Source: an optimization exercise on an open RTL-to-GDS flow (aim: small area and a short achievable clock period). Production flows keep margins and buffers that such runs may drop.
Function was checked by simulation only, so behaviour that the tests miss may differ from the original.

== the baseline ==
Design multiplierTree, start of the top module:
module multiplierTree (
    input clk,
    input rst,
    input en,
    input [31:0] a,
    input [31:0] b,
    output reg [63:0] c
);
clock: 9.0 ns
lec_check: 0
cap_margin: 20
core_margin: 2
core_utilization: 40
setup_slack_margin: 2.0
slew_margin: 20
synth_hierarchical: 1
standard.sh (not shown) runs the stock make flow with config.mk's settings and CLKGATE_MAP_FILE= SYNTH_SCRIPT=/design/flow/synth_recipe.tcl, a recipe that flattens the netlist after the stock synthesis.
==> flow/flow/run.sh <==
#!/bin/bash
# Standard synthesis and layout; before placement every cell is set to its
# smallest drive (flow/downsize.tcl) so that repair sizes up only what timing needs.
set -euo pipefail
here=$(pwd)
bash standard.sh synth > synth.log 2>&1
export POST_FLOORPLAN_TCL=$here/flow/downsize.tcl
bash standard.sh finish POST_FLOORPLAN_TCL=$here/flow/downsize.tcl > layout.log 2>&1
==> flow/flow/downsize.tcl <==
# Set every standard cell to the smallest drive of its function before
# placement; repair_design and repair_timing then size up what needs it.
set db [ord::get_db]
set smallest [dict create]
foreach lib [$db getLibs] {
  foreach m [$lib getMasters] {
    set n [$m getName]
    if {![regexp {^(sky130_fd_sc_hd__[a-z0-9]+)_([0-9]+)$} $n -> base drv]} { continue }
    if {[string match "*lpflow*" $n] || [string match "*probe*" $n]} { continue }
    set a [expr {[$m getWidth] * [$m getHeight]}]
    if {![dict exists $smallest $base]} {
      dict set smallest $base [list $m $a $drv]
    } else {
      lassign [dict get $smallest $base] bm ba bd
      if {$a < $ba || ($a == $ba && $drv > $bd)} {
        dict set smallest $base [list $m $a $drv]
      }
    }
  }
}
set count 0
foreach inst [[ord::get_db_block] getInsts] {
  set m [$inst getMaster]
  set n [$m getName]
  if {![regexp {^(sky130_fd_sc_hd__[a-z0-9]+)_([0-9]+)$} $n -> base drv]} { continue }
  if {[string match "*df*" $base] || [string match "*clkbuf*" $base]} { continue }
  if {![dict exists $smallest $base]} { continue }
  set sm [lindex [dict get $smallest $base] 0]
  if {[$sm getName] ne $n} {
    $inst swapMaster $sm
    incr count
  }
}
puts "downsize: swapped $count instances"
Edits applied to the flow inputs when going from the baseline to the candidate:
- an added CTS_BUF_LIST of sky130_fd_sc_hd__clkbuf_8
- a change of CORE_UTILIZATION from 40 to 60
- a change of SETUP_SLACK_MARGIN from 2.0 to 2.6
==> summary.txt <==
The candidate: done, clean on timing, DRC and antenna
Summary of the comparison: global-route usage is higher in the candidate, relative to the baseline.
Sort the baseline and the candidate by count of non-CTS buffers in the layout, ascending, and the baseline comes first.
Of the baseline and the candidate, the run reporting the lower global-route wire length before repair was the baseline.

* * *

multiplierTree, a different RTL version from the one above (not shown whole).
Size in the first run: about 130 I/O pins, about 25000 um^2 of cells after synthesis.
Design multiplierTree, start of the top module:
module multiplierTree (
    input clk,
    input rst,
    input en,
    input [31:0] a,
    input [31:0] b,
    output reg [63:0] c
);
Settings: LEC_CHECK=0, CAP_MARGIN=20, CORE_MARGIN=2, CORE_UTILIZATION=60, CTS_BUF_LIST=sky130_fd_sc_hd__clkbuf_8, SETUP_SLACK_MARGIN=2.9, SLEW_MARGIN=20, SYNTH_HIERARCHICAL=1; clock period 9.0 ns.
==> flow/flow/run.sh <==
#!/bin/bash
# Standard synthesis and layout, with two changes: before placement every
# cell is set to its smallest drive (flow/downsize.tcl) so that repair sizes
# up only what timing needs, and the port buffers are buf_1 cells.
set -euo pipefail
here=$(pwd)
bash standard.sh synth > synth.log 2>&1
export POST_FLOORPLAN_TCL=$here/flow/downsize.tcl
export BUFFER_PORTS_ARGS="-buffer_cell sky130_fd_sc_hd__buf_1"
bash standard.sh finish "POST_FLOORPLAN_TCL=$POST_FLOORPLAN_TCL" "BUFFER_PORTS_ARGS=$BUFFER_PORTS_ARGS" > layout.log 2>&1
Scripts as last shown in full above: flow/flow/downsize.tcl
Change:
--- a/flow/config.mk
+++ b/flow/config.mk
@@ -10,5 +10,5 @@
 export CORE_UTILIZATION = 60
 export CTS_BUF_LIST = sky130_fd_sc_hd__clkbuf_8
-export SETUP_SLACK_MARGIN = 2.9
+export SETUP_SLACK_MARGIN = 2.6
 export SLEW_MARGIN = 20
 export SYNTH_HIERARCHICAL = 1
Outcome: The new run completed without violations. Via count drops by 2.3%. Final cell count decreases by 1.0%. Critical path depth rose by 2. Worst setup slack got worse by 0.18 ns. Worst hold slack loses 0.0087 ns. Non-clock buffer count is lower by 35.

* * *

## run A
Another version of the RTL of multiplierTree (not shown whole).
Size: roughly 130 I/O pins.
clock: 9.0 ns
lec_check: 0
cap_margin: 20
core_margin: 2
core_utilization: 70
cts_buf_list: sky130_fd_sc_hd__clkbuf_8
setup_slack_margin: 2.75
slew_margin: 20
synth_hierarchical: 1
Scripts as last shown in full above: flow/flow/run.sh, flow/flow/downsize.tcl
Here is what was changed in the inputs of run B compared with run A.
Settings: CORE_UTILIZATION: 70 -> 60; SETUP_SLACK_MARGIN: 2.75 -> 2.6.
Results
When the final numbers for run B and run A were put side by side, the post-CTS resize count turned out to be greater in run B.
In the tables for run B and run A, area of the core region reads lower with run A.
Between run B and run A, the global-route usage is lower for run B.
Changes observed in run B relative to run A: setup slack grew by 95 ps, final area shrank by about 1.6%.
Changes in run C relative to run B:
Settings: a change of SETUP_SLACK_MARGIN from 2.6 to 2.75; an added PLACE_DENSITY of 0.75.
Findings:
Between run C and run B, area growth from synthesis to layout is higher for run C, run B comes in under that. Compared with run B, in run C synthesized netlist cell count closely matched the old numbers; clock slew at the register clock pins of the worst setup and hold paths neither gained nor lost much; share of final layout cell area taken by clock buffers and inverters lost 0.20 points. Of run C and run B, the higher shortest clock period the worst path allows after layout belongs to run B. Comparing run C and run B, routed wire length is lower on run B.

* * *

south:
multiplierTree, a different RTL version from the one above (not shown whole).
Size in the first run: about 2,600 cells after synthesis, roughly 130 I/O pins, roughly 26,000 sq um of cells after synthesis.
Design multiplierTree, start of the top module:
module multiplierTree (
    input clk,
    input rst,
    input en,
    input [31:0] a,
    input [31:0] b,
    output reg [63:0] c
);
==> flow/config.mk <==
export PLATFORM = sky130hd
export DESIGN_NAME = multiplierTree
export DESIGN_NICKNAME = multiplierTree
export VERILOG_FILES = /design/flow/design.v
export SDC_FILE = /design/flow/constraint.sdc
export NUM_CORES = 4
export LEC_CHECK = 0
export CAP_MARGIN = 20
export CORE_MARGIN = 2
export CORE_UTILIZATION = 40
export SETUP_SLACK_MARGIN = 3.0
export SLEW_MARGIN = 20
export SYNTH_HIERARCHICAL = 1
==> flow/constraint.sdc <==
create_clock -name core_clock -period 9.0 [get_ports {clk}]
set_input_delay 1.8000 -clock core_clock [delete_from_list [all_inputs] [get_ports {clk}]]
set_output_delay 1.8000 -clock core_clock [all_outputs]
set_load 0.01 [all_outputs]
==> flow/flow/run.sh <==
#!/bin/bash
# Standard synthesis and layout; before placement every cell is set to its
# smallest drive (flow/downsize.tcl) so that repair sizes up only what timing needs.
set -euo pipefail
here=$(pwd)
bash standard.sh synth > synth.log 2>&1
export POST_FLOORPLAN_TCL=$here/flow/downsize.tcl
bash standard.sh finish POST_FLOORPLAN_TCL=$here/flow/downsize.tcl > layout.log 2>&1
Scripts as last shown in full above: flow/flow/downsize.tcl
south finished all stages; the layout is clean.
The following lists how north was set up differently from south:
- SETUP_SLACK_MARGIN changed from 3.0 to 2.5
### Flow results
[diff] wire length, north relative to south: improvement.

* * *

Setup of the previous run:
Another version of the RTL of multiplierTree (not shown whole).
Size: roughly 130 I/O pins, roughly 0.029 sq mm of cells after synthesis.
clock: 9.0 ns
lec_check: 0
cap_margin: 20
core_margin: 2
core_utilization: 40
slew_margin: 20
synth_hierarchical: 1
run.sh (not shown) runs the stock make flow with config.mk's settings and CLKGATE_MAP_FILE= SYNTH_SCRIPT=/design/flow/synth_recipe.tcl, a recipe that flattens the netlist after the stock synthesis.
Stock flow here: none of the scripts above is used.
The previous run has completed all stages; timing, DRC and antenna checks passed.
Modified inputs, the current run compared to the previous run
==> flow/flow/run.sh (new file) <==
#!/bin/bash
# Standard synthesis and layout; before placement every cell is set to its
# smallest drive (flow/downsize.tcl) so that repair sizes up only what timing needs.
set -euo pipefail
here=$(pwd)
bash standard.sh synth > synth.log 2>&1
export POST_FLOORPLAN_TCL=$here/flow/downsize.tcl
bash standard.sh finish POST_FLOORPLAN_TCL=$here/flow/downsize.tcl > layout.log 2>&1
==> flow/flow/downsize.tcl (new file) <==
# Set every standard cell to the smallest drive of its function before
# placement; repair_design and repair_timing then size up what needs it.
set db [ord::get_db]
set smallest [dict create]
foreach lib [$db getLibs] {
  foreach m [$lib getMasters] {
    set n [$m getName]
    if {![regexp {^(sky130_fd_sc_hd__[a-z0-9]+)_([0-9]+)$} $n -> base drv]} { continue }
    if {[string match "*lpflow*" $n] || [string match "*probe*" $n]} { continue }
    set a [expr {[$m getWidth] * [$m getHeight]}]
    if {![dict exists $smallest $base]} {
      dict set smallest $base [list $m $a $drv]
    } else {
      lassign [dict get $smallest $base] bm ba bd
      if {$a < $ba || ($a == $ba && $drv > $bd)} {
        dict set smallest $base [list $m $a $drv]
      }
    }
  }
}
set count 0
foreach inst [[ord::get_db_block] getInsts] {
  set m [$inst getMaster]
  set n [$m getName]
  if {![regexp {^(sky130_fd_sc_hd__[a-z0-9]+)_([0-9]+)$} $n -> base drv]} { continue }
  if {[string match "*df*" $base] || [string match "*clkbuf*" $base]} { continue }
  if {![dict exists $smallest $base]} { continue }
  set sm [lindex [dict get $smallest $base] 0]
  if {[$sm getName] ne $n} {
    $inst swapMaster $sm
    incr count
  }
}
puts "downsize: swapped $count instances"
==> flow/standard.sh (new file) <==
#!/bin/bash
# synth_recipe.tcl (not shown) runs the flow's synth.tcl, then flattens the netlist and writes it again
# the make line also repeats each setting of config.mk as NAME=value (left out here)
make -C /OpenROAD-flow-scripts/flow DESIGN_CONFIG=/design/flow/config.mk WORK_HOME=/design/flow/orfs CLKGATE_MAP_FILE= SYNTH_SCRIPT=/design/flow/synth_recipe.tcl "${@:-finish}"
removed: flow/run.sh
## What came out
The previous run | stages: all done | timing, DRC, antenna: all pass
The current run finished every stage and its layout cleared the timing, design-rule and antenna checks.
First-iteration DRC count ended up 68% higher on the current run than on the previous run.
Changes observed in the current run relative to the previous run: setup slack shrank by 40 ps, via count saw a decrease.
A launching element of the worst setup path of B[17] is what the current run shows, while B[21] belongs to the previous run.

* * *

multiplierTree, a different RTL version from the one above (not shown whole).
Size in the first run: about 2,500 cells after synthesis.
clock: 9.0 ns
lec_check: 0
cap_margin: 20
core_margin: 2
core_utilization: 60
setup_slack_margin: 2.0
slew_margin: 20
synth_hierarchical: 1
standard.sh (not shown) runs the stock make flow with config.mk's settings and CLKGATE_MAP_FILE= SYNTH_SCRIPT=/design/flow/synth_recipe.tcl, a recipe that flattens the netlist after the stock synthesis.
==> flow/flow/run.sh <==
#!/bin/bash
# Standard synthesis and layout; before placement every cell is set to its
# smallest drive (flow/downsize.tcl) so that repair sizes up only what timing needs.
set -euo pipefail
here=$(pwd)
bash standard.sh synth > synth.log 2>&1
export POST_FLOORPLAN_TCL=$here/flow/downsize.tcl
bash standard.sh finish POST_FLOORPLAN_TCL=$here/flow/downsize.tcl > layout.log 2>&1
==> flow/flow/downsize.tcl <==
# Set every standard cell to the smallest drive of its function before
# placement; repair_design and repair_timing then size up what needs it.
set db [ord::get_db]
set smallest [dict create]
foreach lib [$db getLibs] {
  foreach m [$lib getMasters] {
    set n [$m getName]
    if {![regexp {^(sky130_fd_sc_hd__[a-z0-9]+)_([0-9]+)$} $n -> base drv]} { continue }
    if {[string match "*lpflow*" $n] || [string match "*probe*" $n]} { continue }
    set a [expr {[$m getWidth] * [$m getHeight]}]
    if {![dict exists $smallest $base]} {
      dict set smallest $base [list $m $a $drv]
    } else {
      lassign [dict get $smallest $base] bm ba bd
      if {$a < $ba || ($a == $ba && $drv > $bd)} {
        dict set smallest $base [list $m $a $drv]
      }
    }
  }
}
set count 0
foreach inst [[ord::get_db_block] getInsts] {
  set m [$inst getMaster]
  set n [$m getName]
  if {![regexp {^(sky130_fd_sc_hd__[a-z0-9]+)_([0-9]+)$} $n -> base drv]} { continue }
  if {[string match "*df*" $base] || [string match "*clkbuf*" $base]} { continue }
  if {![dict exists $smallest $base]} { continue }
  set sm [lindex [dict get $smallest $base] 0]
  if {[$sm getName] ne $n} {
    $inst swapMaster $sm
    incr count
  }
}
puts "downsize: swapped $count instances"
==> next run, changes <==
Settings changed: CORE_UTILIZATION 60 to 40.
Effect: Die area increases by 49%; via count came out lower by 1.0%; cell area came out higher by 2.1%.

* * *

Setup of main:
RTL: one of the versions met above, not the one the previous note started from.
For scale: about 2500 cells after synthesis, about 130 I/O pins.
export LEC_CHECK = 0
export CAP_MARGIN = 20
export CORE_MARGIN = 2
export CORE_UTILIZATION = 60
export CTS_BUF_LIST = sky130_fd_sc_hd__clkbuf_8
export SETUP_SLACK_MARGIN = 2.3
export SLEW_MARGIN = 20
export SYNTH_HIERARCHICAL = 1
create_clock -name core_clock -period 9.0 [get_ports {clk}]
Scripts as last shown in full above: flow/flow/run.sh, flow/flow/downsize.tcl
main | status: complete | timing, DRC, antenna: pass
diff inputs: main => the feature branch
==> flow/flow/run.sh <==
#!/bin/bash
# Standard synthesis and layout, with two changes: before placement every
# cell is set to its smallest drive (flow/downsize.tcl) so that repair sizes
# up only what timing needs, and the port buffers are buf_1 cells.
set -euo pipefail
here=$(pwd)
bash standard.sh synth > synth.log 2>&1
export POST_FLOORPLAN_TCL=$here/flow/downsize.tcl
export BUFFER_PORTS_ARGS="-buffer_cell sky130_fd_sc_hd__buf_1"
bash standard.sh finish "POST_FLOORPLAN_TCL=$POST_FLOORPLAN_TCL" "BUFFER_PORTS_ARGS=$BUFFER_PORTS_ARGS" > layout.log 2>&1
Notes after the runs:
[the feature branch vs main] non-clock buffer count: lower in the feature branch
Summary: maximum frequency, the feature branch better than main
The feature branch ended up with a higher critical path depth than main did.
In terms of count of final max-slew check failures, main and the feature branch differ only marginally.
Delta(sequential share of layout area, the feature branch - main) > 0
Wire length (higher): the feature branch
main vs the feature branch, startpoint of the most critical setup path: B[19] vs B[31]
Delta(signed area change from the synthesized netlist to the final layout, the feature branch - main) < 0

* * *

Setup of build 96:
Another version of the RTL of multiplierTree (not shown whole).
For scale: about 2,700 cells after synthesis.
export LEC_CHECK = 0
export CAP_MARGIN = 20
export CORE_MARGIN = 2
export CORE_UTILIZATION = 40
export SETUP_SLACK_MARGIN = 2.0
export SLEW_MARGIN = 20
export SYNTH_HIERARCHICAL = 1
create_clock -name core_clock -period 9.0 [get_ports {clk}]
==> flow/flow/run.sh <==
#!/bin/bash
# Standard synthesis and layout; before placement every cell is set to its
# smallest drive (flow/downsize.tcl) so that repair sizes up only what timing needs.
set -euo pipefail
here=$(pwd)
bash standard.sh synth > synth.log 2>&1
export POST_FLOORPLAN_TCL=$here/flow/downsize.tcl
bash standard.sh finish POST_FLOORPLAN_TCL=$here/flow/downsize.tcl > layout.log 2>&1
Scripts as last shown in full above: flow/flow/downsize.tcl
The inputs of build 93 differ from those of build 96 as listed below.
# build 96
export LEC_CHECK = 0
export CAP_MARGIN = 20
export CORE_MARGIN = 2
export CORE_UTILIZATION = 40
export SETUP_SLACK_MARGIN = 2.0
export SLEW_MARGIN = 20
export SYNTH_HIERARCHICAL = 1
create_clock -name core_clock -period 9.0 [get_ports {clk}]
# build 93
export LEC_CHECK = 0
export CAP_MARGIN = 20
export CORE_MARGIN = 2
export CORE_UTILIZATION = 40
export SLEW_MARGIN = 20
export SYNTH_HIERARCHICAL = 1
create_clock -name core_clock -period 9.0 [get_ports {clk}]
Findings:
What build 96 reported for maximum clock rate has to be multiplied by 0.850 to get the figure for build 93.
Build 93: signed area change from the synthesized netlist to the final layout is 4.2 points lower than what build 96 reported.
Build 93 vs. build 96: placed cell area about even.

-- static timing again, ports no longer ideal --
The flow's constraints put no driver on any port. The routed layouts listed below were extracted and timed again, unchanged, in two steps. Step 1 assumes that a clkbuf_16 drives the clock port and a buf_2 every other input. Step 2, shift: input delay + t, output delay - t, t = (earliest + latest rising clock arrival at the registers) / 2. This alone moves slack from input paths to output paths. Slacks: no drivers / after step 1 / after step 2; pairs: no drivers / after step 1.
run	t, ns	setup WS [ns]	worst setup path at the end	latest minus earliest clock arrival (ns)	worst data-port slew with drivers (ns)
the baseline	0.552	2.250 / 2.250 / 2.250	register to register	0.025 / 0.024	0.04
the candidate	0.604	2.777 / 2.777 / 2.777	register to register	0.022 / 0.022	0.04
the first run of note 2	0.615	2.928 / 2.928 / 2.928	register to register	0.025 / 0.025	0.04
the second run of note 2	0.621	2.753 / 2.753 / 2.753	register to register	0.031 / 0.031	0.04
run A	0.585	2.689 / 2.689 / 2.689	register to register	0.036 / 0.036	0.05
run B	0.617	2.784 / 2.784 / 2.784	register to register	0.028 / 0.027	0.04
run C	0.644	2.842 / 2.842 / 2.842	register to register	0.040 / 0.040	0.07
south	0.572	2.751 / 2.751 / 2.751	register to register	0.038 / 0.037	0.06
north	0.546	2.587 / 2.587 / 2.587	register to register	0.015 / 0.015	0.06
the previous run	0.568	1.065 / 1.065 / 1.065	register to register	0.035 / 0.035	0.09
the current run	0.545	1.025 / 1.025 / 1.025	register to register	0.021 / 0.020	0.10
the first run of note 6	0.530	2.170 / 2.170 / 2.170	register to register	0.011 / 0.011	0.04
the second run of note 6	0.532	2.176 / 2.176 / 2.176	register to register	0.021 / 0.021	0.05
main	0.589	2.457 / 2.457 / 2.457	register to register	0.027 / 0.027	0.04
the feature branch	0.592	2.477 / 2.477 / 2.477	register to register	0.020 / 0.020	0.04
build 96	0.553	2.279 / 2.279 / 2.279	register to register	0.021 / 0.021	0.10
build 93	0.550	1.096 / 1.096 / 1.096	register to register	0.023 / 0.024	0.09
After both steps setup and hold are still met in every run listed.
